This design comes from an exercise in tuning for a short achievable clock period and few clock cycles on the open sky130 flow, not from production work.
No run shown here included a check of the RTL's function; only the layout flow was run.
Power is estimated from default activity; no workload was simulated.

## flow/design.v (module list and top-level ports; edited modules follow where they fit)
// module mul_csa: 1462 lines
// module cpu: 616 lines
module cpu(	input clock,
			input reset,
			output 	[31:0] PC_out,
			input  	[31:0] instr_in,
			output 	[31:0] data_addr,
			output ren,
			output wen,
			output 	[31:0] data_out,
			input 	[31:0] data_in,
			output 	[3:0]  byte_select,
			input memReady
			);
  // ...
==> flow/flow/run.sh <==
#!/bin/bash
# Own layout flow: the standard synthesis unchanged, then ORFS from floorplan to
# finish with a tighter setup repair target (the design's SDC is unchanged; only
# repair_timing's margin is raised) and buf_4 cells as the port buffers.
set -euo pipefail
bash standard.sh synth > synth_make.log 2>&1
bash standard.sh finish SETUP_SLACK_MARGIN=14 TNS_END_PERCENT=100 \
  "BUFFER_PORTS_ARGS=-buffer_cell sky130_fd_sc_hd__buf_4" > layout_make.log 2>&1
==> flow/standard.sh <==
#!/bin/bash
# synth_recipe.tcl (not shown) runs the flow's synth.tcl, then flattens the netlist and writes it again
# the make line also repeats each setting of config.mk as NAME=value (left out here)
make -C /OpenROAD-flow-scripts/flow DESIGN_CONFIG=/design/flow/config.mk WORK_HOME=/design/flow/orfs CLKGATE_MAP_FILE= SYNTH_SCRIPT=/design/flow/synth_recipe.tcl "${@:-finish}"
==> flow/config.mk <==
export PLATFORM = sky130hd
export DESIGN_NAME = cpu
export DESIGN_NICKNAME = cpu
export VERILOG_FILES = /design/flow/design.v
export SDC_FILE = /design/flow/constraint.sdc
export NUM_CORES = 8
export LEC_CHECK = 0
export ABC_CLOCK_PERIOD_IN_PS = 5000
export CAP_MARGIN = 20
export CORE_MARGIN = 2
export CORE_UTILIZATION = 40
export SLEW_MARGIN = 20
==> flow/constraint.sdc <==
create_clock -name core_clock -period 20.0 [get_ports {clock}]
set_input_delay 4.0000 -clock core_clock [delete_from_list [all_inputs] [get_ports {clock}]]
set_output_delay 4.0000 -clock core_clock [all_outputs]
set_load 0.01 [all_outputs]
==> results.json, run 1 <==
{
  "status": "aborted with a tool error",
  "stop_stage": "global routing",
  "error_line": "[ERROR GRT-0232] Routing congestion too high. Check the congestion heatmap in the GUI.",
  "dpl_cell_area_um2": 335000,
  "yosysTopAreaCellShare_pct": 54.1,
  "synthesis.nets": 25298,
  "clock_path_buffers": 4,
  "ys.flop_type": "edfxtp_1",
  "clock_sinks": 6186,
  "synth_top_family_by_area": "multiplexers",
  "synth_commonest_cells": "edfxtp_1, nand2_1, o21ai_0, clkbuf_1, mux2_2",
  "synth_edf_count": 5741,
  "fp-row-count": 327,
  "fp.dieH_um": 897,
  "synth_seq_cells": 6186,
  "die_w_um": 897,
  "yosysMostFrequentCell": "edfxtp_1",
  "htreeDepth": 6,
  "async_reset_ff_share_pct": 5.32,
  "synth_xor_area_share_pct": 1.81,
  "yosysSeqAreaShare_pct": 57.4,
  "cts_resized": 2405,
  "globalplace.congestion": 1.06,
  "use_met1_pct": 45.7,
  "synth.area.top_cells": "edfxtp_1, mux4_2, mux2_2",
  "cts_root_buffer": "clkbuf_16",
  "synthAdderAreaFrac_pct": 3.75,
  "start_util_pct": 40.2,
  "cts_setup_buffers": 636,
  "pre_cts_ws_ns": 10.10,
  "synth_top_area_cell": "edfxtp_1",
  "hold_buffers": 0,
  "grt_busiest_layer": "met2",
  "synth_cell_type_count": 105,
  "placed_cells": 33995,
  "io_pins": 169,
  "netlist_area_um2": 319000
}
==> module cpu, before the edit <==
module cpu(	input clock,
			input reset,
			output 	[31:0] PC_out,
			input  	[31:0] instr_in,
			output 	[31:0] data_addr,
			output ren,
			output wen,
			output 	[31:0] data_out,
			input 	[31:0] data_in,
			output 	[3:0]  byte_select,
			input memReady
			);
localparam BTB_N = 64;
reg [31:0] pc_f1;
reg [15:2] pc_bt;    
reg        f2_v;
reg [31:0] f2_pc, f2_pnpc;
reg        f2_bhit;
reg [1:0]  f2_bctr;
reg        s_v;
reg [31:0] s_ir, s_pc, s_pnpc;
reg        s_bhit;
reg [1:0]  s_bctr;
reg        d_v;
reg [31:0] d_ir, d_pc, d_pnpc;
reg        d_bhit;
reg [1:0]  d_bctr;
reg        x_v;
reg [31:0] x_pc, x_a, x_b, x_imm, x_link, x_btgt, x_pnpc;
reg [4:0]  x_rs1, x_rs2, x_rd;
reg        x_use1, x_use2, x_wr;
reg        x_selpc, x_selimm, x_zeroa;
reg [2:0]  x_f3;
reg        x_sub, x_sra;
reg        x_br, x_jal, x_jalr, x_mul, x_mulph;
reg        x_ptaken, x_tgtok, x_bhit, x_ret;
reg [1:0]  x_bctr;
reg [31:0] x_ms, x_mc;
reg        x_l1, x_l2;       
reg [31:0] rf [1:31];
reg [31:1] rf_ok;            
reg [31:0] ld_pend;
reg        q0_v, q0_ld, q0_st, q0_dp;
reg [31:0] q0_addr, q0_data;
reg [3:0]  q0_bsel;
reg [4:0]  q0_rd;
reg [2:0]  q0_f3;
reg        q1_v, q1_ld, q1_st, q1_dp;
reg [31:0] q1_addr, q1_data;
reg [3:0]  q1_bsel;
reg [4:0]  q1_rd;
reg [2:0]  q1_f3;
reg        o_v;
reg [4:0]  o_rd;
reg [2:0]  o_f3;
reg [1:0]  o_a;
reg [24:0] dc_tag  [0:31];
reg [3:0]  dc_bv   [0:31];
reg [31:0] dc_data [0:31];
reg        x_ld, x_st;
reg [31:0] x_addr;
reg [3:0]  x_bsel;
reg [2:0]  x_lf3;
reg        q0_fill, q1_fill, o_fill, ld_fill;    
reg [29:0] o_w, ld_w;
reg [31:0] ld_raw;
reg        ld_v;
reg [4:0]  ld_rd;
reg [31:0] ldr;
reg        btb_v   [0:BTB_N-1];
reg [7:0]  btb_tag [0:BTB_N-1];
reg [13:0] btb_tgt [0:BTB_N-1];    
reg [1:0]  btb_ctr [0:BTB_N-1];
reg        btb_ret [0:BTB_N-1];
reg [31:0] ras   [0:15];
reg        ras_v [0:15];
reg [3:0]  ras_sp;
assign PC_out      = pc_f1;
assign data_addr   = q0_addr;
assign ren         = q0_v & q0_ld;
assign wen         = q0_v & q0_st & ~q0_dp;
assign data_out    = q0_data;
assign byte_select = q0_bsel;
wire [31:0] ras_top  = ras[ras_sp];
wire        ras_topv = ras_v[ras_sp];
wire [5:0]  f1_idx  = pc_bt[7:2];
wire        f1_bhit = btb_v[f1_idx] & (btb_tag[f1_idx] == pc_bt[15:8]);
wire [1:0]  f1_bctr = btb_ctr[f1_idx];
wire [31:0] f1_seq  = pc_f1 + 32'd4;
wire        f1_useras = btb_ret[f1_idx] & ras_topv;
wire [31:0] f1_pnpc = (f1_bhit & f1_bctr[1]) ? (f1_useras ? ras_top : {pc_f1[31:16], btb_tgt[f1_idx], 2'b00}) : f1_seq;
wire [6:0] d_op  = d_ir[6:0];
wire [2:0] d_f3  = d_ir[14:12];
wire [4:0] d_rd  = d_ir[11:7];
wire [4:0] d_rs1 = d_ir[19:15];
wire [4:0] d_rs2 = d_ir[24:20];
wire d_lui   = (d_op == 7'b0110111);
wire d_auipc = (d_op == 7'b0010111);
wire d_jal   = (d_op == 7'b1101111);
wire d_jalr  = (d_op == 7'b1100111);
wire d_br    = (d_op == 7'b1100011);
wire d_ld    = (d_op == 7'b0000011);
wire d_st    = (d_op == 7'b0100011);
wire d_opi   = (d_op == 7'b0010011);
wire d_opr   = (d_op == 7'b0110011);
wire d_mul   = d_opr & (d_ir[31:25] == 7'b0000001);
wire d_mem   = d_ld | d_st;
wire d_use1  = d_jalr | d_br | d_ld | d_st | d_opi | d_opr;
wire d_use2  = d_br | d_st | d_opr;
wire d_wr    = (d_lui | d_auipc | d_jal | d_jalr | d_ld | d_opi | d_opr) & (d_rd != 5'd0);
wire [31:0] imm_i = {{20{d_ir[31]}}, d_ir[31:20]};
wire [31:0] imm_s = {{20{d_ir[31]}}, d_ir[31:25], d_ir[11:7]};
wire [31:0] imm_b = {{19{d_ir[31]}}, d_ir[31], d_ir[7], d_ir[30:25], d_ir[11:8], 1'b0};
wire [31:0] imm_u = {d_ir[31:12], 12'b0};
wire [31:0] imm_j = {{11{d_ir[31]}}, d_ir[31], d_ir[19:12], d_ir[20], d_ir[30:21], 1'b0};
wire [31:0] d_imm  = (d_lui | d_auipc) ? imm_u : imm_i;
wire [31:0] d_aimm = d_st ? imm_s : imm_i;
wire [31:0] d_link = d_pc + 32'd4;
wire [31:0] d_btgt = d_pc + imm_b;
wire [31:0] d_jtgt = d_pc + imm_j;
wire [31:0] rf1 = (d_rs1 == 5'd0) ? 32'd0 : (rf_ok[d_rs1] ? rf[d_rs1] : ((d_rs1 == 5'd2) ? 32'd256 : 32'd0));
wire [31:0] rf2 = (d_rs2 == 5'd0) ? 32'd0 : (rf_ok[d_rs2] ? rf[d_rs2] : ((d_rs2 == 5'd2) ? 32'd256 : 32'd0));
wire        ld_wr = ld_v & (ld_rd != 5'd0);
wire        ldm1  = ld_wr & (ld_rd == d_rs1);
wire        ldm2  = ld_wr & (ld_rd == d_rs2);
wire        x_done;         
wire        x_wen;          
wire [31:0] x_res;
wire        xm1 = x_wen & (x_rd == d_rs1);
wire        xm2 = x_wen & (x_rd == d_rs2);
wire [31:0] rs1_nox = ldm1 ? ldr : rf1;
wire [31:0] rs2_nox = ldm2 ? ldr : rf2;
wire [31:0] d_a = xm1 ? x_res : rs1_nox;
wire [31:0] d_b = xm2 ? x_res : rs2_nox;
wire [31:0] d_addr = rs1_nox + d_aimm;
reg  [3:0]  d_bsel;
always @(*) begin
	case (d_f3[1:0])
		2'b00:   d_bsel = 4'b0001 << d_addr[1:0];
		2'b01:   d_bsel = d_addr[1] ? 4'b1100 : 4'b0011;
		default: d_bsel = 4'b1111;
	endcase
end
wire x_wrpend = x_v & x_wr;    
wire pend1 = ld_pend[d_rs1] & ~ldm1;
wire pend2 = ld_pend[d_rs2] & ~ldm2;
wire pendd = ld_pend[d_rd] & ~(ld_wr & (ld_rd == d_rd));
wire haz_base = d_mem & (pend1 | (x_wrpend & (x_rd == d_rs1) & (d_rs1 != 5'd0)));
wire d_rdsrc  = (d_use1 & (d_rs1 == d_rd)) | (d_use2 & (d_rs2 == d_rd));
wire haz_waw  = d_wr & (pendd | (x_v & x_ld & (x_rd == d_rd))) & ~(d_rdsrc & ~d_mem);
wire x_stall;
wire x_redirect;
wire [31:0] x_target;
wire d_stall = x_stall | haz_base | haz_waw;
wire d_adv   = d_v & ~d_stall & ~x_redirect;
wire d_ctl      = d_br | d_jal | d_jalr;
wire d_link_rd  = (d_rd == 5'd1) | (d_rd == 5'd5);
wire d_link_rs  = (d_rs1 == 5'd1) | (d_rs1 == 5'd5);
wire d_call     = (d_jal | d_jalr) & d_link_rd;
wire d_ret      = d_jalr & d_link_rs & ~d_link_rd;
wire d_bad_seq  = ~d_ctl & (d_pnpc != d_link);
wire d_bad_jal  = d_jal & (d_pnpc != d_jtgt);
wire d_bad_ret  = d_ret & ras_topv & (d_pnpc != ras_top);
wire d_redirect = d_v & ~x_redirect & (d_bad_seq | d_bad_jal | d_bad_ret);
wire [31:0] d_target = d_jal ? d_jtgt : (d_ret ? ras_top : d_link);
wire xl1 = ld_v & x_l1;
wire xl2 = ld_v & x_l2;
wire x_wait = (x_use1 & ld_pend[x_rs1] & ~xl1) | (x_use2 & ld_pend[x_rs2] & ~xl2);
wire [31:0] xa = x_a;
wire [31:0] xb = x_b;
assign x_stall = x_v & (x_wait | (x_mul & ~x_mulph) | ((x_ld | x_st) & q1_v));
assign x_done  = x_v & ~x_stall;
wire [29:0] x_w      = x_addr[31:2];
wire [4:0]  x_idx    = x_w[4:0] ^ x_w[9:5] ^ x_w[14:10];
wire        x_tagok  = (dc_tag[x_idx] == x_w[29:5]);
wire        x_hit    = x_tagok & ((dc_bv[x_idx] & x_bsel) == x_bsel);
wire [31:0] dcw      = dc_data[x_idx];
reg  [31:0] dc_al;
always @(*) begin
	case (x_lf3)
		3'd0: case (x_addr[1:0])
				2'd0: dc_al = {{24{dcw[7]}},  dcw[7:0]};
				2'd1: dc_al = {{24{dcw[15]}}, dcw[15:8]};
				2'd2: dc_al = {{24{dcw[23]}}, dcw[23:16]};
				default: dc_al = {{24{dcw[31]}}, dcw[31:24]};
			endcase
		3'd4: case (x_addr[1:0])
				2'd0: dc_al = {24'd0, dcw[7:0]};
				2'd1: dc_al = {24'd0, dcw[15:8]};
				2'd2: dc_al = {24'd0, dcw[23:16]};
				default: dc_al = {24'd0, dcw[31:24]};
			endcase
		3'd1: dc_al = x_addr[1] ? {{16{dcw[31]}}, dcw[31:16]} : {{16{dcw[15]}}, dcw[15:0]};
		3'd5: dc_al = x_addr[1] ? {16'd0, dcw[31:16]} : {16'd0, dcw[15:0]};
		default: dc_al = dcw;
	endcase
end
assign x_wen   = x_done & x_wr & (~x_ld | x_hit);
wire   x_push  = x_done & (x_st | (x_ld & ~x_hit));
wire   st_upd  = x_done & x_st;
wire [31:0] inA = x_selpc ? x_pc : (x_zeroa ? 32'd0 : xa);
wire [31:0] inB = x_selimm ? x_imm : xb;
wire [31:0] sum  = x_sub ? (inA - inB) : (inA + inB);
wire        ltu  = (inA < inB);
wire        lt   = (inA[31] ^ inB[31]) ? inA[31] : ltu;
wire [31:0] sll  = inA << inB[4:0];
wire [31:0] srx  = (inA >> inB[4:0]) | ((x_sra & inA[31]) ? ~(32'hffffffff >> inB[4:0]) : 32'd0);
reg [31:0] alu;
always @(*) begin
	case (x_f3)
		3'd0: alu = sum;
		3'd1: alu = sll;
		3'd2: alu = {31'd0, lt};
		3'd3: alu = {31'd0, ltu};
		3'd4: alu = inA ^ inB;
		3'd5: alu = srx;
		3'd6: alu = inA | inB;
		default: alu = inA & inB;
	endcase
end
wire [31:0] ms, mc;
mul_csa mul_tree(.a(xa), .b(xb), .s(ms), .c(mc));
wire [31:0] mul_res = x_ms + x_mc;
assign x_res = x_ld ? dc_al : (x_mul ? mul_res : ((x_jal | x_jalr) ? x_link : alu));
wire beq = (xa == xb);
reg  btaken;
always @(*) begin
	case (x_f3)
		3'd0: btaken = beq;
		3'd1: btaken = ~beq;
		3'd4: btaken = lt;
		3'd5: btaken = ~lt;
		3'd6: btaken = ltu;
		3'd7: btaken = ~ltu;
		default: btaken = 1'b0;
	endcase
end
wire [31:0] jalr_t = (xa + x_imm) & 32'hfffffffe;
wire br_mis   = x_br & (btaken ? ~(x_ptaken & x_tgtok) : x_ptaken);
wire jalr_mis = x_jalr & (jalr_t != x_pnpc);
assign x_redirect = x_done & (br_mis | jalr_mis);
assign x_target   = x_jalr ? jalr_t : (btaken ? x_btgt : x_link);
wire        bt_upd   = x_done & (x_br | x_jal | x_jalr);
wire        bt_taken = x_jal | x_jalr | btaken;
wire [31:0] bt_tgt   = x_jalr ? jalr_t : x_btgt;
wire [5:0]  bt_idx   = x_pc[7:2];
reg  [1:0]  bt_ctr;
always @(*) begin
	if (x_jal | x_jalr)      bt_ctr = 2'd3;
	else if (btaken)         bt_ctr = x_bhit ? ((x_bctr == 2'd3) ? 2'd3 : x_bctr + 2'd1) : 2'd2;
	else                     bt_ctr = (x_bctr == 2'd0) ? 2'd0 : x_bctr - 2'd1;
end
wire q_acc   = q0_v & ~q0_dp & memReady;
wire arrive  = o_v & memReady;
reg [31:0] ld_al;
always @(*) begin
	case (o_f3)
		3'd0: case (o_a)
				2'd0: ld_al = {{24{data_in[7]}},  data_in[7:0]};
				2'd1: ld_al = {{24{data_in[15]}}, data_in[15:8]};
				2'd2: ld_al = {{24{data_in[23]}}, data_in[23:16]};
				default: ld_al = {{24{data_in[31]}}, data_in[31:24]};
			endcase
		3'd4: case (o_a)
				2'd0: ld_al = {24'd0, data_in[7:0]};
				2'd1: ld_al = {24'd0, data_in[15:8]};
				2'd2: ld_al = {24'd0, data_in[23:16]};
				default: ld_al = {24'd0, data_in[31:24]};
			endcase
		3'd1: ld_al = o_a[1] ? {{16{data_in[31]}}, data_in[31:16]} : {{16{data_in[15]}}, data_in[15:0]};
		3'd5: ld_al = o_a[1] ? {16'd0, data_in[31:16]} : {16'd0, data_in[15:0]};
		default: ld_al = data_in;
	endcase
end
reg  [31:0] x_sd;
always @(*) begin
	case (x_lf3[1:0])
		2'b00:   x_sd = {4{x_b[7:0]}};
		2'b01:   x_sd = {2{x_b[15:0]}};
		default: x_sd = x_b;
	endcase
end
wire        n_dp  = x_st & ld_pend[x_rs2] & ~xl2;
wire [4:0]  n_rd  = x_st ? x_rs2 : x_rd;
wire        q0_cap = q0_dp & ld_v & (ld_rd == q0_rd);
wire        q1_cap = q1_dp & ld_v & (ld_rd == q1_rd);
reg  [31:0] q0_dnew, q1_dnew;
always @(*) begin
	case (q0_f3[1:0])
		2'b00:   q0_dnew = {4{ldr[7:0]}};
		2'b01:   q0_dnew = {2{ldr[15:0]}};
		default: q0_dnew = ldr;
	endcase
	case (q1_f3[1:0])
		2'b00:   q1_dnew = {4{ldr[7:0]}};
		2'b01:   q1_dnew = {2{ldr[15:0]}};
		default: q1_dnew = ldr;
	endcase
end
wire [31:0] q0_dc  = q0_cap ? q0_dnew : q0_data;
wire [31:0] q1_dc  = q1_cap ? q1_dnew : q1_data;
wire        q0_dpc = q0_dp & ~q0_cap;
wire        q1_dpc = q1_dp & ~q1_cap;
wire        q_shift = ~q0_v | q_acc;    
wire d_take   = ~d_v | d_adv;
wire d_take_p = ~d_v | ~d_stall;      
wire s_v_nx_p = (s_v & ~d_take_p) | (f2_v & (s_v | ~d_take_p));
wire s_v_next = (s_v & ~d_take) | (f2_v & (s_v | ~d_take));
wire issue    = ~s_v_next;
wire d_from_s = d_take & s_v;
always @(posedge clock or negedge reset) begin
	if (reset == 1'b0) begin
		pc_f1 <= 32'd0;
		pc_bt <= 14'h3fff;
		f2_v  <= 1'b0;
		s_v   <= 1'b0;
		d_v   <= 1'b0;
	end else if (x_redirect) begin
		pc_f1 <= x_target;
		pc_bt <= x_target[15:2];
		f2_v  <= 1'b0;
		s_v   <= 1'b0;
		d_v   <= 1'b0;
	end else if (d_redirect) begin
		pc_f1 <= d_target;
		pc_bt <= d_target[15:2];
		f2_v  <= 1'b0;
		s_v   <= 1'b0;
		if (d_adv)
			d_v <= 1'b0;
	end else begin
		if (d_take)
			d_v <= s_v | f2_v;
		s_v  <= s_v_next;
		f2_v <= issue;
		if (issue) begin
			pc_f1 <= f1_pnpc;
			pc_bt <= f1_pnpc[15:2];
		end
	end
end
always @(posedge clock) begin
	if (d_take_p) begin
		if (s_v) begin
			d_ir   <= s_ir;
			d_pc   <= s_pc;
			d_pnpc <= s_pnpc;
			d_bhit <= s_bhit;
			d_bctr <= s_bctr;
		end else begin
			d_ir   <= instr_in;
			d_pc   <= f2_pc;
			d_pnpc <= f2_pnpc;
			d_bhit <= f2_bhit;
			d_bctr <= f2_bctr;
		end
	end else if (d_redirect) begin
		d_pnpc <= d_target;
	end
	if (f2_v & ((d_take_p & s_v) | ~d_take_p)) begin
		s_ir   <= instr_in;
		s_pc   <= f2_pc;
		s_pnpc <= f2_pnpc;
		s_bhit <= f2_bhit;
		s_bctr <= f2_bctr;
	end
	if (~s_v_nx_p) begin
		f2_pc   <= pc_f1;
		f2_pnpc <= f1_pnpc;
		f2_bhit <= f1_bhit;
		f2_bctr <= f1_bctr;
	end
end
always @(posedge clock or negedge reset) begin
	if (reset == 1'b0) begin
		x_v     <= 1'b0;
		x_mulph <= 1'b0;
	end else if (x_stall) begin
		if (x_mul & ~x_wait)
			x_mulph <= 1'b1;
	end else begin
		x_v     <= d_adv;
		x_mulph <= 1'b0;
	end
end
wire [4:0] x_rs1_n = x_stall ? x_rs1 : d_rs1;
wire [4:0] x_rs2_n = x_stall ? x_rs2 : d_rs2;
wire       ca1 = (o_rd == x_rs1_n) & (o_rd != 5'd0);
wire       ca2 = (o_rd == x_rs2_n) & (o_rd != 5'd0);
always @(posedge clock) begin
	x_l1 <= ca1;
	x_l2 <= ca2;
	if (arrive & ca1)
		x_a <= ld_al;
	else if (~x_stall)
		x_a <= d_a;
	if (arrive & ca2)
		x_b <= ld_al;
	else if (~x_stall)
		x_b <= d_b;
	if (x_stall) begin
		if (x_mul & ~x_wait) begin
			x_ms <= ms;
			x_mc <= mc;
		end
	end else begin
		x_pc    <= d_pc;
		x_imm   <= d_imm;
		x_link  <= d_link;
		x_btgt  <= d_jal ? d_jtgt : d_btgt;
		x_pnpc  <= d_pnpc;
		x_rs1   <= d_rs1;
		x_rs2   <= d_rs2;
		x_rd    <= d_rd;
		x_use1  <= d_use1 & ~d_mem;
		x_use2  <= d_use2 & ~d_mem;
		x_wr    <= d_wr;
		x_ld    <= d_ld;
		x_st    <= d_st;
		x_addr  <= d_addr;
		x_bsel  <= d_bsel;
		x_lf3   <= d_f3;
		x_selpc <= d_auipc;
		x_zeroa <= d_lui;
		x_selimm <= ~(d_opr | d_br);
		x_f3    <= (d_opi | d_opr | d_br) ? d_f3 : 3'd0;
		x_sub   <= d_opr & d_ir[30];
		x_sra   <= d_ir[30];
		x_br    <= d_br;
		x_jal   <= d_jal;
		x_jalr  <= d_jalr;
		x_mul   <= d_mul;
		x_ptaken <= (d_pnpc != d_link);
		x_tgtok  <= (d_pnpc == d_btgt);
		x_bhit  <= d_bhit;
		x_bctr  <= d_bctr;
		x_ret   <= d_ret;
	end
end
integer ri;
always @(posedge clock) begin
	for (ri = 1; ri < 32; ri = ri + 1) begin
		if (x_wen & (x_rd == ri))
			rf[ri] <= x_res;
		else if (ld_v & (ld_rd == ri))
			rf[ri] <= ldr;
	end
end
integer vi;
always @(posedge clock or negedge reset) begin
	if (reset == 1'b0) begin
		rf_ok <= 31'd0;
	end else begin
		for (vi = 1; vi < 32; vi = vi + 1)
			if ((x_wen & (x_rd == vi)) | (ld_v & (ld_rd == vi)))
				rf_ok[vi] <= 1'b1;
	end
end
integer pi;
always @(posedge clock or negedge reset) begin
	if (reset == 1'b0) begin
		ld_pend <= 32'd0;
	end else begin
		for (pi = 1; pi < 32; pi = pi + 1) begin
			if (x_push & x_ld & (x_rd == pi))
				ld_pend[pi] <= 1'b1;
			else if (ld_v & (ld_rd == pi))
				ld_pend[pi] <= 1'b0;
		end
		ld_pend[0] <= 1'b0;
	end
end
always @(posedge clock or negedge reset) begin
	if (reset == 1'b0) begin
		q0_v <= 1'b0;
		q1_v <= 1'b0;
	end else if (q_shift) begin
		q0_v <= q1_v | x_push;
		q1_v <= q1_v & x_push;
	end else if (x_push) begin
		q1_v <= 1'b1;
	end
end
wire q0_fill_c = q0_fill & ~(st_upd & (q0_addr[31:2] == x_w));
wire q1_fill_c = q1_fill & ~(st_upd & (q1_addr[31:2] == x_w));
wire o_fill_c  = o_fill  & ~(st_upd & (o_w == x_w));
always @(posedge clock) begin
	if (q_shift) begin
		q0_fill <= q1_v ? q1_fill_c : 1'b1;
		q1_fill <= 1'b1;
	end else begin
		q0_fill <= q0_fill_c;
		q1_fill <= q1_v ? q1_fill_c : 1'b1;
	end
	if (q_shift) begin
		if (q1_v) begin
			q0_ld <= q1_ld; q0_st <= q1_st; q0_addr <= q1_addr; q0_data <= q1_dc;
			q0_bsel <= q1_bsel; q0_rd <= q1_rd; q0_f3 <= q1_f3; q0_dp <= q1_dpc;
			q1_ld <= x_ld; q1_st <= x_st; q1_addr <= x_addr; q1_data <= x_sd;
			q1_bsel <= x_bsel; q1_rd <= n_rd; q1_f3 <= x_lf3; q1_dp <= n_dp;
		end else begin
			q0_ld <= x_ld; q0_st <= x_st; q0_addr <= x_addr; q0_data <= x_sd;
			q0_bsel <= x_bsel; q0_rd <= n_rd; q0_f3 <= x_lf3; q0_dp <= n_dp;
		end
	end else begin
		q0_data <= q0_dc;
		q0_dp   <= q0_dpc;
		if (~q1_v) begin
			q1_ld <= x_ld; q1_st <= x_st; q1_addr <= x_addr; q1_data <= x_sd;
			q1_bsel <= x_bsel; q1_rd <= n_rd; q1_f3 <= x_lf3; q1_dp <= n_dp;
		end else begin
			q1_data <= q1_dc;
			q1_dp   <= q1_dpc;
		end
	end
end
always @(posedge clock or negedge reset) begin
	if (reset == 1'b0) begin
		o_v  <= 1'b0;
		ld_v <= 1'b0;
	end else begin
		if (q_acc & q0_ld)
			o_v <= 1'b1;
		else if (arrive)
			o_v <= 1'b0;
		ld_v <= arrive;
	end
end
always @(posedge clock) begin
	if (q_acc & q0_ld) begin
		o_w  <= q0_addr[31:2];
		o_fill <= q0_fill_c;
		o_rd <= q0_rd;
		o_f3 <= q0_f3;
		o_a  <= q0_addr[1:0];
	end else begin
		o_fill <= o_fill_c;
	end
	ld_rd <= o_rd;
	ldr   <= ld_al;
	ld_raw <= data_in;
	ld_w   <= o_w;
	ld_fill <= o_fill_c;
end
wire [4:0] fill_idx = ld_w[4:0] ^ ld_w[9:5] ^ ld_w[14:10];
wire       fill_ok  = ld_v & ld_fill & ~(st_upd & (x_idx == fill_idx));
integer ci;
always @(posedge clock or negedge reset) begin
	if (reset == 1'b0) begin
		for (ci = 0; ci < 32; ci = ci + 1)
			dc_bv[ci] <= 4'd0;
	end else begin
		if (fill_ok)
			dc_bv[fill_idx] <= 4'hf;
		if (st_upd) begin
			if (n_dp)
				dc_bv[x_idx] <= x_tagok ? (dc_bv[x_idx] & ~x_bsel) : dc_bv[x_idx];
			else
				dc_bv[x_idx] <= x_tagok ? (dc_bv[x_idx] | x_bsel) : x_bsel;
		end
	end
end
always @(posedge clock) begin
	if (fill_ok) begin
		dc_tag[fill_idx]  <= ld_w[29:5];
		dc_data[fill_idx] <= ld_raw;
	end
	if (st_upd & ~n_dp) begin
		dc_tag[x_idx] <= x_w[29:5];
		if (x_bsel[0]) dc_data[x_idx][7:0]   <= x_sd[7:0];
		if (x_bsel[1]) dc_data[x_idx][15:8]  <= x_sd[15:8];
		if (x_bsel[2]) dc_data[x_idx][23:16] <= x_sd[23:16];
		if (x_bsel[3]) dc_data[x_idx][31:24] <= x_sd[31:24];
	end
end
integer ai;
always @(posedge clock or negedge reset) begin
	if (reset == 1'b0) begin
		ras_sp <= 4'd0;
		for (ai = 0; ai < 16; ai = ai + 1)
			ras_v[ai] <= 1'b0;
	end else if (d_adv) begin
		if (d_call) begin
			ras_v[ras_sp + 4'd1] <= 1'b1;
			ras_sp <= ras_sp + 4'd1;
		end else if (d_ret) begin
			ras_sp <= ras_sp - 4'd1;
		end
	end
end
always @(posedge clock) begin
	if (d_adv & d_call)
		ras[ras_sp + 4'd1] <= d_link;
end
integer bi;
always @(posedge clock or negedge reset) begin
	if (reset == 1'b0) begin
		for (bi = 0; bi < BTB_N; bi = bi + 1)
			btb_v[bi] <= 1'b0;
	end else if (bt_upd & bt_taken) begin
		btb_v[bt_idx] <= 1'b1;
	end
end
always @(posedge clock) begin
	if (bt_upd) begin
		if (bt_taken) begin
			btb_tag[bt_idx] <= x_pc[15:8];
			btb_tgt[bt_idx] <= bt_tgt[15:2];
			btb_ctr[bt_idx] <= bt_ctr;
			btb_ret[bt_idx] <= x_ret;
		end else if (x_bhit) begin
			btb_ctr[bt_idx] <= bt_ctr;
		end
	end
end
endmodule
==> run 2, diff against run 1 <==
--- a/flow/design.v
+++ b/flow/design.v
@@ -1481,2 +1481,3 @@
 reg [1:0]  f2_bctr;
+reg [7:0]  f2_phi;
 reg        s_v;
@@ -1485,2 +1486,3 @@
 reg [1:0]  s_bctr;
+reg [7:0]  s_phi;
 reg        d_v;
@@ -1489,2 +1491,3 @@
 reg [1:0]  d_bctr;
+reg [7:0]  d_phi;
 reg        x_v;
@@ -1499,2 +1502,3 @@
 reg [1:0]  x_bctr;
+reg [7:0]  x_phi;
 reg [31:0] x_ms, x_mc;
@@ -1527,2 +1531,5 @@
 reg [29:0] o_w, ld_w;
+reg [29:0] x_pw;             
+reg        pf_v;             
+reg [29:0] pf_w;
 reg [31:0] ld_raw;
@@ -1534,3 +1541,5 @@
 reg [13:0] btb_tgt [0:BTB_N-1];    
-reg [1:0]  btb_ctr [0:BTB_N-1];
+reg        btb_br  [0:BTB_N-1];    
+reg [5:0]  lh  [0:63];
+reg [1:0]  pht [0:255];
 reg        btb_ret [0:BTB_N-1];
@@ -1549,6 +1558,9 @@
 wire        f1_bhit = btb_v[f1_idx] & (btb_tag[f1_idx] == pc_bt[15:8]);
-wire [1:0]  f1_bctr = btb_ctr[f1_idx];
+wire [5:0]  f1_hist = lh[pc_bt[7:2]];
+wire [7:0]  f1_phi  = {f1_hist, 2'b00} ^ pc_bt[9:2];
+wire [1:0]  f1_bctr = pht[f1_phi];
+wire        f1_take = f1_bhit & (~btb_br[f1_idx] | f1_bctr[1]);
 wire [31:0] f1_seq  = pc_f1 + 32'd4;
 wire        f1_useras = btb_ret[f1_idx] & ras_topv;
-wire [31:0] f1_pnpc = (f1_bhit & f1_bctr[1]) ? (f1_useras ? ras_top : {pc_f1[31:16], btb_tgt[f1_idx], 2'b00}) : f1_seq;
+wire [31:0] f1_pnpc = f1_take ? (f1_useras ? ras_top : {pc_f1[31:16], btb_tgt[f1_idx], 2'b00}) : f1_seq;
 wire [6:0] d_op  = d_ir[6:0];
@@ -1597,2 +1609,3 @@
 wire [31:0] d_addr = rs1_nox + d_aimm;
+wire [31:0] d_paddr = rs1_nox + (d_aimm + 32'd4);
 reg  [3:0]  d_bsel;
@@ -1659,5 +1672,8 @@
 end
-assign x_wen   = x_done & x_wr & (~x_ld | x_hit);
+assign x_wen   = x_done & x_wr;
 wire   x_push  = x_done & (x_st | (x_ld & ~x_hit));
 wire   st_upd  = x_done & x_st;
+wire [4:0]  x_pidx  = x_pw[4:0] ^ x_pw[9:5] ^ x_pw[14:10];
+wire        x_pin   = (dc_tag[x_pidx] == x_pw[29:5]) & (dc_bv[x_pidx] == 4'hf);
+wire        pf_req  = x_done & x_ld & ~x_pin;
 wire [31:0] inA = x_selpc ? x_pc : (x_zeroa ? 32'd0 : xa);
@@ -1710,4 +1726,3 @@
 always @(*) begin
-	if (x_jal | x_jalr)      bt_ctr = 2'd3;
-	else if (btaken)         bt_ctr = x_bhit ? ((x_bctr == 2'd3) ? 2'd3 : x_bctr + 2'd1) : 2'd2;
+	if (btaken)              bt_ctr = (x_bctr == 2'd3) ? 2'd3 : x_bctr + 2'd1;
 	else                     bt_ctr = (x_bctr == 2'd0) ? 2'd0 : x_bctr - 2'd1;
@@ -1811,2 +1826,3 @@
 			d_bctr <= s_bctr;
+			d_phi  <= s_phi;
 		end else begin
@@ -1817,2 +1833,3 @@
 			d_bctr <= f2_bctr;
+			d_phi  <= f2_phi;
 		end
@@ -1827,2 +1844,3 @@
 		s_bctr <= f2_bctr;
+		s_phi  <= f2_phi;
 	end
@@ -1833,2 +1851,3 @@
 		f2_bctr <= f1_bctr;
+		f2_phi  <= f1_phi;
 	end
@@ -1882,2 +1901,3 @@
 		x_addr  <= d_addr;
+		x_pw    <= d_paddr[31:2];
 		x_bsel  <= d_bsel;
@@ -1898,2 +1918,3 @@
 		x_bctr  <= d_bctr;
+		x_phi   <= d_phi;
 		x_ret   <= d_ret;
@@ -1939,4 +1960,4 @@
 	end else if (q_shift) begin
-		q0_v <= q1_v | x_push;
-		q1_v <= q1_v & x_push;
+		q0_v <= q1_v | x_push | pf_v;
+		q1_v <= (q1_v | pf_v) & x_push;
 	end else if (x_push) begin
@@ -1948,5 +1969,17 @@
 wire o_fill_c  = o_fill  & ~(st_upd & (o_w == x_w));
+wire pf_take = q_shift & ~q1_v & pf_v;
+always @(posedge clock or negedge reset) begin
+	if (reset == 1'b0)
+		pf_v <= 1'b0;
+	else if (pf_req)
+		pf_v <= 1'b1;
+	else if (pf_take | (st_upd & (x_w == pf_w)))
+		pf_v <= 1'b0;
+end
+always @(posedge clock)
+	if (pf_req)
+		pf_w <= x_pw;
 always @(posedge clock) begin
 	if (q_shift) begin
-		q0_fill <= q1_v ? q1_fill_c : 1'b1;
+		q0_fill <= q1_v ? q1_fill_c : ~(pf_v & st_upd & (pf_w == x_w));
 		q1_fill <= 1'b1;
@@ -1962,5 +1995,10 @@
 			q1_bsel <= x_bsel; q1_rd <= n_rd; q1_f3 <= x_lf3; q1_dp <= n_dp;
-		end else begin
+		end else if (~pf_v) begin
 			q0_ld <= x_ld; q0_st <= x_st; q0_addr <= x_addr; q0_data <= x_sd;
 			q0_bsel <= x_bsel; q0_rd <= n_rd; q0_f3 <= x_lf3; q0_dp <= n_dp;
+		end else begin
+			q0_ld <= 1'b1; q0_st <= 1'b0; q0_addr <= {pf_w, 2'b00};
+			q0_rd <= 5'd0; q0_f3 <= 3'd2; q0_dp <= 1'b0;
+			q1_ld <= x_ld; q1_st <= x_st; q1_addr <= x_addr; q1_data <= x_sd;
+			q1_bsel <= x_bsel; q1_rd <= n_rd; q1_f3 <= x_lf3; q1_dp <= n_dp;
 		end
@@ -2056,2 +2094,14 @@
 end
+integer hi;
+always @(posedge clock or negedge reset) begin
+	if (reset == 1'b0) begin
+		for (hi = 0; hi < 64; hi = hi + 1)
+			lh[hi] <= 6'd0;
+		for (hi = 0; hi < 256; hi = hi + 1)
+			pht[hi] <= 2'd2;
+	end else if (x_done & x_br) begin
+		lh[x_pc[7:2]] <= {lh[x_pc[7:2]][4:0], btaken};
+		pht[x_phi]    <= bt_ctr;
+	end
+end
 integer bi;
@@ -2070,6 +2120,4 @@
 			btb_tgt[bt_idx] <= bt_tgt[15:2];
-			btb_ctr[bt_idx] <= bt_ctr;
+			btb_br[bt_idx]  <= x_br;
 			btb_ret[bt_idx] <= x_ret;
-		end else if (x_bhit) begin
-			btb_ctr[bt_idx] <= bt_ctr;
 		end
--- a/flow/config.mk
+++ b/flow/config.mk
@@ -10,3 +10,3 @@
 export CORE_MARGIN = 2
-export CORE_UTILIZATION = 40
+export CORE_UTILIZATION = 30
 export SLEW_MARGIN = 20
==> run 2 against run 1 <==
  * Now clean on timing, DRC and antenna
  * Synthesized area up 17%
  * Synthesized cell count is 22% higher
==> results.json, run 2 <==
{
  "core_um2": 1230000,
  "critPathArrivalTime_ns": 8.01,
  "io_pins": 169,
  "port_buffers": 168,
  "synth_commonest_cells": "edfxtp_1, nand2_1, mux2_2, clkbuf_1, o21ai_0",
  "finalSetupViolCount": 0,
  "clock_skew_ns": 0.214,
  "p_leak_nw": 164,
  "globalplace.congestion": 1.01,
  "hold_depth": 0,
  "reg.largest.list": "dc_data: 1024 flops, rf: 992 flops, btb_tgt: 896 flops",
  "worstReg2RegEnd": "x_addr[30]",
  "largest_reg_flops": 1024,
  "synth.area.top_cells": "edfxtp_1, mux4_2, dfrtp_1",
  "synth_top_area_cell": "edfxtp_1",
  "whs_ns": 0.287,
  "synthesis.nets": 30622,
  "yosysWarnings": 39,
  "vias": 296467,
  "grt_overflow": 0,
  "post-route-drc-count": 0,
  "worst_ep_required_time_ns": 20.96,
  "powerDensity_nw_per_um2": 112,
  "nets": 31556,
  "avgSynthCellArea_um2": 12.5,
  "reg2reg_slack_ns": 12.94,
  "cpMaxStageDelayCell": "buf_4",
  "cpPeakStageDelay_ns": 0.64,
  "dp_hpwl_um": 1140000,
  "start_util_pct": 30.1,
  "hold_violations": 0,
  "fmax_mhz": 142,
  "clock_sinks": 7107,
  "clkTransAtPathRegs_ns": 0.06,
  "finalMaxSlewViolations": 0,
  "area_growth_syn_to_layout_pct": 21.7,
  "synth_cell_type_count": 125,
  "top_register": "dc_data",
  "fin_crit_sh_pct": 35.3,
  "ys.flop_type": "edfxtp_1",
  "grt_pass1_wl_um": 2450000,
  "drt_wl_total_um": 1870000,
  "routedWlPerCell_um": 38.9,
  "rsz0062_at_grt": "true",
  "cts_tree": "yes",
  "yosysMostFrequentCell": "edfxtp_1",
  "p_int_mw": 31.7,
  "grt_max_degree": 159,
  "max_slew.worst_pin.slew_ns": 1.40,
  "drt_iter0_drc": 51678,
  "dr.pass1.iters": 14,
  "netlist_instances": 29819,
  "mostFrequentLayoutCell": "edfxtp_1",
  "fin_setup_tns_ns": 0,
  "start_kind": "register",
  "path_max_fanout": 24,
  "ir_drop_mv": 0.188,
  "p_sw_share_pct": 37.7,
  "yosysTopAreaCellShare_pct": 46.6,
  "die_w_um": 1120,
  "drive_gt1_share_pct": 29.1,
  "insertion_delay_ns": 1.35,
  "hold_path.class": "register to register",
  "ant_nets": 0,
  "antenna_found_initial": 198,
  "htreeDepth": 6,
  "cts_root_buffer": "clkbuf_16",
  "synth_seq_cells": 7107,
  "end_kind": "register",
  "relSlewSlack_pct": 6.71,
  "viasPerCell": 6.19,
  "criticalPathCategory": "register to register",
  "power_frac_seq_pct": 34.5,
  "cts_buffers": 785,
  "grt_pass1_vias": 279189,
  "pwr-share-clk_pct": 29.6,
  "combPwrFrac_pct": 35.9,
  "fp.dieH_um": 1120,
  "min_period_ns": 7.06,
  "synth_edf_count": 5765,
  "min_to": "ld_w[20]",
  "fin_total_pwr_mw": 50.9,
  "status": "finished clean",
  "fp-row-count": 408,
  "dieArea_um2": 1250000,
  "grt_util_all_layers_pct": 28.3,
  "netlist_area_um2": 372000,
  "clock_path_buffers": 5,
  "async_reset_ff_share_pct": 17.3,
  "worstHoldStart": "o_w[20]",
  "r2r_start": "d_ir[15]",
  "power.net_switching_mw": 19.2,
  "yosysSeqAreaShare_pct": 55.6,
  "maxCapViolations": 0,
  "reg2regPathDepth": 33,
  "final_cell_mix": "edfxtp_1, nand2_1, mux2_2"
}
==> run 2: changes by cell type after synthesis, sizes merged, moves of 256 or more <==
| cell | previous run | this run |
|---|---|---|
| nand2 | 2838 | 4225 |
| mux2 | 1323 | 2119 |
| dfrtp | 315 | 956 |
| mux2i | 722 | 341 |
| clkbuf | 1637 | 1998 |
| nor2 | 1208 | 1558 |
| a22oi | 292 | 598 |
| and3 | 98 | 379 |
| dfstp | 14 | 270 |
==> run 2: what timing repair did <==
item | CTS | global route
resized for setup | 1853 | 824
endpoints found under the setup margin | 8652 | 4259
pin swaps | 338 | 226
setup buffers | 718 | 249
cloned | 262 | 78
hold buffers | 0 | 0
==> run 2: how the worst max path moves through the flow <==
stage / cells after the start / slack (ns) / endpoint / start
floorplan: 36 / 12.50 / x_pw[28] / d_ir[16]
global route: 39 / 12.74 / x_addr[30] / d_ir[15]
detailed placement: 22 / 9.98 / pc_f1[29] / pc_bt[6]
finish: 33 / 12.94 / x_addr[30] / d_ir[15]
global placement: 22 / 10.05 / pc_f1[29] / pc_bt[6]
CTS: 33 / 13.04 / x_pw[28] / d_ir[15]
==> run 2: per-stage QoR <==
stage | setup WS (ns) | cells | utilization, % | instance area [um^2]
2_1_floorplan | 12.50 | 29819 | - | 372000
5_1_grt | 12.74 | 47825 | 36.6 | 452000
3_5_place_dp | 9.98 | 45057 | 32.1 | 396000
3_3_place_gp | 10.05 | 45054 | 32.1 | 396000
6_report | 12.94 | 47921 | 36.6 | 452000
4_1_cts | 13.04 | 47481 | 36.0 | 444000
==> run 2: layer usage <==
layer	track usage [%]	wire, um	vias to the layer above
li1	-	-	114508
met1	35.2	658000	150328
met2	41.2	783000	24987
met3	9.87	256000	6562
met4	19.7	168000	82
met5	0.126	824	-
==> run 2: power groups by stage <==
stage | Sequential (mW) | Combinational, mW | Clock (mW)
finish | 17.6 | 18.2 | 15.1
global route | 17.5 | 18.4 | 15.7
global placement | 18.0 | 14.8 | 0
detailed placement | 18.0 | 14.8 | 0
floorplan | 17.6 | 8.58 | 0
CTS | 17.5 | 17.0 | 15.1
==> run 2: cells by family (layout without fill, tap and decap cells) <==
| group | count (synthesis) | in the layout | share of synthesized area [%] |
|---|---|---|---|
| AOI/OAI and AO/OA | 5691 | 5703 | 10.0 |
| xor gates and xnor gates | 754 | 754 | 1.86 |
| adders and majority gates | 738 | 738 | 3.32 |
| buffers and inverters | 3188 | 4729 | 3.29 |
| DFF | 7107 | 7107 | 55.6 |
| muxes | 3824 | 3824 | 15.6 |
| other | 0 | 111 | 0 |
| and+or+nand+nor | 8517 | 8555 | 10.3 |
==> run 2: worst max-delay path, delay by kind of cell (launching register included) <==
family / cells / cell delay [ns]
fa+ha+maj: 3 / 1.10
compound gates: 16 / 2.77
flops: 1 / 0.39
buf+inv: 5 / 1.15
xor+xnor: 1 / 0.12
simple gates: 8 / 1.20
==> run 2: layout make-up <==
| cell class | instances | area [um^2] |
|---|---|---|
| timing repair inverter | 3 | 22.5 |
| sequential | 7107 | 207000 |
| tap | 16400 | 20500 |
| clock buffer | 1023 | 21100 |
| timing repair buffer | 2567 | 33000 |
| multi-input combinational | 19574 | 163000 |
| inverter | 715 | 2780 |
| clock inverter | 421 | 4850 |
| fill | 116791 | 782000 |
| antenna | 111 | 278 |
==> run 3, diff against run 2 <==
--- a/flow/design.v
+++ b/flow/design.v
@@ -1482,2 +1482,3 @@
 reg [7:0]  f2_phi;
+reg        f2_ptk;      
 reg        s_v;
@@ -1507,2 +1508,5 @@
 reg [31:1] rf_ok;            
+reg        w_v;
+reg [4:0]  w_rd;
+reg [31:0] w_res;
 reg [31:0] ld_pend;
@@ -1531,3 +1535,2 @@
 reg [29:0] o_w, ld_w;
-reg [29:0] x_pw;             
 reg        pf_v;             
@@ -1604,8 +1607,14 @@
 wire        xm2 = x_wen & (x_rd == d_rs2);
-wire [31:0] rs1_nox = ldm1 ? ldr : rf1;
-wire [31:0] rs2_nox = ldm2 ? ldr : rf2;
+wire        wm1   = w_v & (w_rd == d_rs1);
+wire        wm2   = w_v & (w_rd == d_rs2);
+wire [31:0] rs1_nox = wm1 ? w_res : (ldm1 ? ldr : rf1);
+wire [31:0] rs2_nox = wm2 ? w_res : (ldm2 ? ldr : rf2);
 wire [31:0] d_a = xm1 ? x_res : rs1_nox;
 wire [31:0] d_b = xm2 ? x_res : rs2_nox;
-wire [31:0] d_addr = rs1_nox + d_aimm;
-wire [31:0] d_paddr = rs1_nox + (d_aimm + 32'd4);
+wire [12:0] d_alo   = {1'b0, rs1_nox[11:0]} + {1'b0, d_aimm[11:0]};
+wire [19:0] d_ahi0  = rs1_nox[31:12];
+wire [19:0] d_ahip  = rs1_nox[31:12] + 20'd1;
+wire [19:0] d_ahim  = rs1_nox[31:12] - 20'd1;
+wire [19:0] d_ahi   = d_aimm[11] ? (d_alo[12] ? d_ahi0 : d_ahim) : (d_alo[12] ? d_ahip : d_ahi0);
+wire [31:0] d_addr  = {d_ahi, d_alo[11:0]};
 reg  [3:0]  d_bsel;
@@ -1675,2 +1684,3 @@
 wire   st_upd  = x_done & x_st;
+wire [29:0] x_pw    = x_w + 30'd1;     
 wire [4:0]  x_pidx  = x_pw[4:0] ^ x_pw[9:5] ^ x_pw[14:10];
@@ -1702,3 +1712,5 @@
 assign x_res = x_ld ? dc_al : (x_mul ? mul_res : ((x_jal | x_jalr) ? x_link : alu));
-wire beq = (xa == xb);
+wire beq  = (xa == xb);
+wire bltu = (xa < xb);
+wire blt  = (xa[31] ^ xb[31]) ? xa[31] : bltu;
 reg  btaken;
@@ -1708,6 +1720,6 @@
 		3'd1: btaken = ~beq;
-		3'd4: btaken = lt;
-		3'd5: btaken = ~lt;
-		3'd6: btaken = ltu;
-		3'd7: btaken = ~ltu;
+		3'd4: btaken = blt;
+		3'd5: btaken = ~blt;
+		3'd6: btaken = bltu;
+		3'd7: btaken = ~bltu;
 		default: btaken = 1'b0;
@@ -1782,2 +1794,6 @@
 wire d_take   = ~d_v | d_adv;
+wire        f2_isjal = (instr_in[6:0] == 7'b1101111);
+wire [31:0] f2_jt    = f2_pc + {{11{instr_in[31]}}, instr_in[31], instr_in[19:12], instr_in[20], instr_in[30:21], 1'b0};
+wire        f2_redir = f2_v & f2_isjal & ~f2_ptk;
+wire [31:0] f2_pn    = f2_redir ? f2_jt : f2_pnpc;
 wire d_take_p = ~d_v | ~d_stall;      
@@ -1807,2 +1823,9 @@
 			d_v <= 1'b0;
+	end else if (f2_redir) begin
+		pc_f1 <= f2_jt;
+		pc_bt <= f2_jt[15:2];
+		f2_v  <= 1'b0;
+		if (d_take)
+			d_v <= s_v | f2_v;
+		s_v  <= s_v_next;
 	end else begin
@@ -1830,3 +1853,3 @@
 			d_pc   <= f2_pc;
-			d_pnpc <= f2_pnpc;
+			d_pnpc <= f2_pn;
 			d_bhit <= f2_bhit;
@@ -1841,3 +1864,3 @@
 		s_pc   <= f2_pc;
-		s_pnpc <= f2_pnpc;
+		s_pnpc <= f2_pn;
 		s_bhit <= f2_bhit;
@@ -1852,2 +1875,3 @@
 		f2_phi  <= f1_phi;
+		f2_ptk  <= f1_take;
 	end
@@ -1901,3 +1925,2 @@
 		x_addr  <= d_addr;
-		x_pw    <= d_paddr[31:2];
 		x_bsel  <= d_bsel;
@@ -1922,2 +1945,12 @@
 end
+always @(posedge clock or negedge reset) begin
+	if (reset == 1'b0)
+		w_v <= 1'b0;
+	else
+		w_v <= x_wen;
+end
+always @(posedge clock) begin
+	w_rd  <= x_rd;
+	w_res <= x_res;
+end
 integer ri;
@@ -1925,4 +1958,4 @@
 	for (ri = 1; ri < 32; ri = ri + 1) begin
-		if (x_wen & (x_rd == ri))
-			rf[ri] <= x_res;
+		if (w_v & (w_rd == ri))
+			rf[ri] <= w_res;
 		else if (ld_v & (ld_rd == ri))
@@ -1937,3 +1970,3 @@
 		for (vi = 1; vi < 32; vi = vi + 1)
-			if ((x_wen & (x_rd == vi)) | (ld_v & (ld_rd == vi)))
+			if ((w_v & (w_rd == vi)) | (ld_v & (ld_rd == vi)))
 				rf_ok[vi] <= 1'b1;
--- a/flow/config.mk
+++ b/flow/config.mk
@@ -7,3 +7,3 @@
 export LEC_CHECK = 0
-export ABC_CLOCK_PERIOD_IN_PS = 5000
+export ABC_CLOCK_PERIOD_IN_PS = 2500
 export CAP_MARGIN = 20
==> run 3 against run 2 <==
  * Critical path depth decreased by 7
  * Highest routed layer unchanged
  * Still clean
  * Largest cell class unchanged
  * Critical endpoint is now x_addr[29]
  * Critical path type unchanged
  * Clock skew decreased by 0.068 ns
  * Register-to-register slack got worse by 0.05 ns
  * Cell count down 1.7%
==> results.json, run 3 <==
{
  "synth_commonest_cells": "edfxtp_1, nand2_1, mux2_2, clkbuf_1, o21ai_0",
  "drive_gt1_share_pct": 28.9,
  "netlist_area_um2": 372000,
  "synth_edf_count": 5736,
  "synth_top_area_cell": "edfxtp_1",
  "grt_max_degree": 172,
  "seq_area_um2": 206000,
  "worstReg2RegEnd": "x_addr[29]",
  "yosysWarnings": 39,
  "cts_buffers": 775,
  "ant_nets": 0,
  "path_max_fanout": 13,
  "worst_ep_required_time_ns": 20.91,
  "area_growth_syn_to_layout_pct": 18.3,
  "rsz0062_at_grt": "true",
  "fin_setup_tns_ns": 0,
  "grt_overflow": 0,
  "viasPerCell": 6.15,
  "use_met2_pct": 39.7,
  "hold_path.class": "register to register",
  "powerDensity_nw_per_um2": 116,
  "ir_drop_mv": 0.116,
  "drt_iter0_drc": 53528,
  "max_slew.worst_pin.slew_ns": 1.37,
  "fmax_mhz": 141,
  "hold_depth": 0,
  "clkTransAtPathRegs_ns": 0.06,
  "netlist_instances": 29458,
  "grt_pass1_wl_um": 2340000,
  "start_util_pct": 30.0,
  "ys.flop_type": "edfxtp_1",
  "reg2reg_slack_ns": 12.89,
  "min_period_ns": 7.11,
  "fill_cells": 118885,
  "final_cell_mix": "edfxtp_1, nand2_1, mux2_2",
  "routedWlPerCell_um": 37.2,
  "grtUsageMet3_pct": 8.26,
  "hold_buffers": 0,
  "synth_seq_cells": 7116,
  "die_w_um": 1120,
  "core_um2": 1240000,
  "dp_hpwl_um": 1120000,
  "grt_busiest_layer": "met2",
  "io_pins": 169,
  "finalSetupViolCount": 0,
  "critPathArrivalTime_ns": 8.01,
  "synth.area.top_cells": "edfxtp_1, mux4_2, mux2_2",
  "htreeDepth": 6,
  "start_kind": "register",
  "startpoint": "d_ir[15]",
  "clock_sinks": 7116,
  "p_leak_nw": 156,
  "cpMaxStageDelayCell": "nor2_4",
  "globalplace.congestion": 1.04,
  "dr.pass1.iters": 9,
  "cts_tree": "yes",
  "vias": 289749,
  "cts_root_buffer": "clkbuf_16",
  "async_reset_ff_share_pct": 17.2,
  "grt_pass1_vias": 272617,
  "relSlewSlack_pct": 7.76,
  "fp.dieH_um": 1120,
  "synthesis.nets": 30278,
  "synth_cell_type_count": 108,
  "post-route-drc-count": 0,
  "antenna_found_initial": 210,
  "dieArea_um2": 1250000,
  "use_met1_pct": 35.2,
  "whs_ns": 0.389,
  "reg2regPathDepth": 26,
  "avgSynthCellArea_um2": 12.6,
  "clock_path_buffers": 5,
  "mostFrequentLayoutCell": "edfxtp_1",
  "maxCapViolations": 0,
  "finalMaxSlewViolations": 0,
  "grt_util_all_layers_pct": 26.9,
  "cpPeakStageDelay_ns": 0.60,
  "crit_top_cell": "buf_4",
  "reg.largest.list": "dc_data: 1024 flops, rf: 992 flops, btb_tgt: 896 flops",
  "hold_violations": 0,
  "worstHoldStart": "o_w[4]",
  "end_kind": "register",
  "fin_total_pwr_mw": 51.0,
  "status": "finished clean",
  "multiInputGateArea_um2": 162000,
  "criticalPathCategory": "register to register",
  "min_to": "ld_w[4]",
  "nets": 30680,
  "yosysSeqAreaShare_pct": 55.5,
  "yosysTopAreaCellShare_pct": 46.3,
  "fin_crit_sh_pct": 35.5,
  "insertion_delay_ns": 1.27,
  "port_buffers": 168,
  "drt_wl_total_um": 1750000,
  "largest_reg_flops": 1024,
  "yosysMostFrequentCell": "edfxtp_1",
  "top_register": "dc_data",
  "r2r_start": "d_ir[15]",
  "fp-row-count": 409,
  "clock_skew_ns": 0.146
}
## run 3: final cells by class
type | count | area share, %
antenna | 128 | 0.0728
clock buffer | 982 | 4.71
clock inverter | 453 | 1.26
inverter | 801 | 0.705
multi-input combinational | 19087 | 36.9
sequential | 7116 | 46.9
tap | 16440 | 4.68
timing repair buffer | 2076 | 4.78
timing repair inverter | 3 | 0.00768
## run 3: cells by family after synthesis
kind of cell	share of synthesized area, %
mux	16.5
simple gates	9.30
xor+xnor	1.90
fa+ha+maj	3.37
buf+inv	3.33
flops	55.5
compound gates	10.2
## run 3: per-stage QoR
step / setup slack (ns) / cell area, um^2 / cells / utilization (%)
after floorplan: 11.16 / 372000 / 29458 / -
after global routing: 12.86 / 440000 / 46996 / 35.5
final: 12.89 / 440000 / 47086 / 35.5
after global placement: 9.96 / 397000 / 44779 / 32.1
after detailed placement: 10.03 / 397000 / 44788 / 32.1
after CTS: 13.05 / 435000 / 46708 / 35.1
## run 3: per-layer routing
metal  up-vias  share of wire (%)
li1     112508                  -
met1    148188                 37
met2     23691                 43
met3      5278                 13
met4        84                6.9
met5         -              0.036
## run 3: power by group
group	internal, mW	switching, mW
sequential	17.2	0.850
clock	8.43	6.58
combinational	6.35	11.6
total	32.0	19.0
## run 3: how the worst max path moves through the flow
stage / to / slack [ns] / depth (start not counted)
final: x_addr[29] / 12.89 / 26
after global routing: x_addr[29] / 12.86 / 32
after CTS: x_addr[29] / 13.05 / 33
after detailed placement: pc_f1[23] / 10.03 / 21
after global placement: pc_f1[23] / 9.96 / 21
after floorplan: pc_f1[1] / 11.16 / 16
## run 3: critical path: cells and delay by family (launching register included)
family / cells / cell delay, ns
adder cells (fa/ha/maj): 2 / 0.63
multiplexers: 2 / 0.49
AND/OR/NAND/NOR: 9 / 2.30
flip-flops: 1 / 0.41
AO/OA/AOI/OAI: 8 / 1.60
buffers and inverters: 4 / 1.23
XOR/XNOR: 1 / 0.10
## run 3: repair_timing
item                                     CTS  global route
cloned                                    54            27
pin swaps                                287           247
endpoints found under the setup margin  6219          1442
buffers inserted                         431           214
resized for setup                       1358           520
==> run 4, diff against run 3 <==
--- a/flow/config.mk
+++ b/flow/config.mk
@@ -7,3 +7,3 @@
 export LEC_CHECK = 0
-export ABC_CLOCK_PERIOD_IN_PS = 2500
+export ABC_CLOCK_PERIOD_IN_PS = 5000
 export CAP_MARGIN = 20
==> run 4 against run 3 <==
  * Still clean
  * Worst hold slack unchanged
  * Sequential power about the same
  * Non-clock buffer count unchanged
  * Global-route usage unchanged
  * First-iteration DRC count unchanged
  * Critical path type unchanged
  * Largest power group unchanged
  * Highest routed layer unchanged
==> results.json, run 4 <==
{
  "synth_cell_type_count": 108,
  "yosysWarnings": 39,
  "start_kind": "register",
  "clkTransAtPathRegs_ns": 0.06,
  "path_max_fanout": 13,
  "synthesis.nets": 30278,
  "yosysTopAreaCellShare_pct": 46.3,
  "criticalPathCategory": "register to register",
  "min_period_ns": 7.11,
  "reg.largest.list": "dc_data: 1024 flops, rf: 992 flops, btb_tgt: 896 flops",
  "placed_cells": 44788,
  "cpPeakStageDelay_ns": 0.60,
  "synth_commonest_cells": "edfxtp_1, nand2_1, mux2_2, clkbuf_1, o21ai_0",
  "crit_buf_inv": 4,
  "netlist_instances": 29458,
  "fp-row-count": 409,
  "top_register": "dc_data",
  "dieArea_um2": 1250000,
  "rsz0062_at_grt": "true",
  "hold_violations": 0,
  "async_reset_ff_share_pct": 17.2,
  "fill_cells": 118885,
  "finalSetupViolCount": 0,
  "core_um2": 1240000,
  "grt_max_degree": 172,
  "nets": 30680,
  "relSlewSlack_pct": 7.76,
  "synth_top_area_cell": "edfxtp_1",
  "end_kind": "register",
  "largest_reg_flops": 1024,
  "globalplace.congestion": 1.04,
  "critPathArrivalTime_ns": 8.01,
  "io_pins": 169,
  "clock_sinks": 7116,
  "finalMaxSlewViolations": 0,
  "finish.utilization_pct": 35.5,
  "drt_wl_total_um": 1750000,
  "p_leak_nw": 156,
  "cts_root_buffer": "clkbuf_16",
  "clock_path_buffers": 5,
  "avgSynthCellArea_um2": 12.6,
  "insertion_delay_ns": 1.27,
  "area_growth_syn_to_layout_pct": 18.3,
  "grt_util_all_layers_pct": 26.9,
  "netlist_area_um2": 372000,
  "yosysMostFrequentCell": "edfxtp_1",
  "grt_pass1_wl_um": 2340000,
  "maxCapViolations": 0,
  "htreeDepth": 6,
  "yosysSeqAreaShare_pct": 55.5,
  "antenna_found_initial": 210,
  "dr.pass1.iters": 9,
  "ir_drop_mv": 0.116,
  "cts_tree": "yes",
  "drt_iter0_drc": 53528,
  "grt_pass1_vias": 272617,
  "ant_nets": 0,
  "mostFrequentLayoutCell": "edfxtp_1",
  "synth.area.top_cells": "edfxtp_1, mux4_2, mux2_2",
  "die_w_um": 1120,
  "dp_hpwl_um": 1120000,
  "final_cell_mix": "edfxtp_1, nand2_1, mux2_2",
  "worst_ep_required_time_ns": 20.91,
  "ys.flop_type": "edfxtp_1",
  "drive_gt1_share_pct": 28.9,
  "vias": 289749,
  "routedWlPerCell_um": 37.2,
  "fin_crit_sh_pct": 35.5,
  "fmax_mhz": 141,
  "cpMaxStageDelayCell": "nor2_4",
  "clock_skew_ns": 0.146,
  "crit_top_cell": "buf_4",
  "grt_overflow": 0,
  "fin_total_pwr_mw": 51.0,
  "fin_setup_tns_ns": 0,
  "start_util_pct": 30.0,
  "cts_buffers": 775,
  "viasPerCell": 6.15,
  "post-route-drc-count": 0,
  "status": "finished clean",
  "port_buffers": 168,
  "synth_seq_cells": 7116,
  "synth_edf_count": 5736,
  "powerDensity_nw_per_um2": 116,
  "stdcell_count": 47086,
  "max_slew.worst_pin.slew_ns": 1.37,
  "cp_top_family": "simple AND/OR/NAND/NOR gates",
  "fp.dieH_um": 1120,
  "whs_ns": 0.389,
  "hold_path.class": "register to register"
}
## run 4: cell counts in the layout (fill, tap and decap cells not counted)
No cell type changed its count.
## run 4: area by class of cell
cell class | instances | area, um^2 | share of cell area, %
timing repair buffer | 2076 | 21000 | 4.78
tap | 16440 | 20600 | 4.68
clock inverter | 453 | 5540 | 1.26
sequential | 7116 | 206000 | 46.9
clock buffer | 982 | 20700 | 4.71
timing repair inverter | 3 | 33.8 | 0.00768
antenna | 128 | 320 | 0.0728
multi-input combinational | 19087 | 162000 | 36.9
inverter | 801 | 3100 | 0.705
## run 4: metrics by stage
| stage | cell area, um^2 | setup slack, ns |
|---|---|---|
| after global routing | 440000 | 12.86 |
| after CTS | 435000 | 13.05 |
| after global placement | 397000 | 9.96 |
| after floorplan | 372000 | 11.16 |
| final | 440000 | 12.89 |
| after detailed placement | 397000 | 10.03 |
## run 4: path summary, 6_finish.rpt
path                       cells after the start           end  startpoint  slack [ns]
min                                            0       ld_w[4]      o_w[4]        0.39
min in group asynchronous                      1  dc_bv[16][3]       reset        2.66
max in group asynchronous                      4     pc_f1[12]       reset       14.34
min reg2reg                                    0       ld_w[4]      o_w[4]        0.39
max                                           26    x_addr[29]    d_ir[15]       12.89
max reg2reg                                   26    x_addr[29]    d_ir[15]       12.89
## run 4: repair_timing
| action | in CTS | in global routing |
|---|---|---|
| endpoints found under the setup margin | 6219 | 1442 |
| gates resized for setup | 1358 | 520 |
| pin swaps | 287 | 247 |
| hold endpoints to repair | 0 | 0 |
| cloned | 54 | 27 |
| hold buffers | 0 | 0 |
| buffers inserted | 431 | 214 |
## run 4: worst reg2reg max path: stages (launching register included)
cell      delay [ns]
edfxtp_1        0.41
buf_12          0.15
buf_4           0.11
ha_1            0.31
nand2b_2        0.21
nor2_4          0.60
buf_4           0.55
buf_4           0.45
a221oi_1        0.21
nand4_1         0.14
nor3_1          0.07
o21ai_1         0.36
o21ai_2         0.21
mux2i_1         0.18
mux2_2          0.31
ha_1            0.32
a21boi_2        0.19
o21ai_2         0.15
a21boi_2        0.08
o21ai_1         0.16
nand2b_1        0.11
or3_4           0.41
nor3_4          0.17
nand3_2         0.13
or3_4           0.46
o32ai_4         0.27
xor2_1          0.10
## run 4: cell families after synthesis
family | after synthesis | synth area share, %
buf+inv | 3261 | 3.33
fa+ha+maj | 755 | 3.37
simple gates | 7624 | 9.30
compound gates | 5816 | 10.2
mux | 4108 | 16.5
xor+xnor | 778 | 1.90
flops | 7116 | 55.5
## run 4: report_power, final
group / total (mW) / switching [mW] / internal (mW) / leakage, nW
logic: 17.9 / 11.6 / 6.35 / 73.1
registers: 18.0 / 0.850 / 17.2 / 69.9
clock network: 15.0 / 6.58 / 8.43 / 12.6
total: 51.0 / 19.0 / 32.0 / 156
## run 4: per-layer routing
metal | routed length [um] | track usage, % | up-vias
li1 | - | - | 112508
met1 | 650000 | 35.2 | 148188
met2 | 747000 | 39.7 | 23691
met3 | 233000 | 8.26 | 5278
met4 | 121000 | 14.5 | 84
met5 | 625 | 0 | -

-- what the ideal ports hide --
How much do the figures lean on ideal ports? The routed layouts below were timed once more, with nothing changed but the port constraints.
Step 1 sets driving cells, clkbuf_16 on the clock port and buf_2 on the other inputs (assumed; they add their load-dependent delay and slew).
Step 2 also shifts input and output timing later by t, the mid clock arrival at the registers, as if the neighbouring blocks saw the same clock.
Three values: ideal ports, drivers, drivers and shift; two values: the first two.
run | t (ns) | setup slack, ns | worst setup path at the end | latest minus earliest clock arrival (ns)
run 2 | 1.397 | 12.942 / 12.942 / 12.942 | register to register | 0.235 / 0.235
run 3 | 1.339 | 12.891 / 12.891 / 11.721 | input to register | 0.182 / 0.183
run 4 | 1.339 | 12.891 / 12.891 / 11.721 | input to register | 0.182 / 0.183
After both steps every run listed still meets setup and hold.
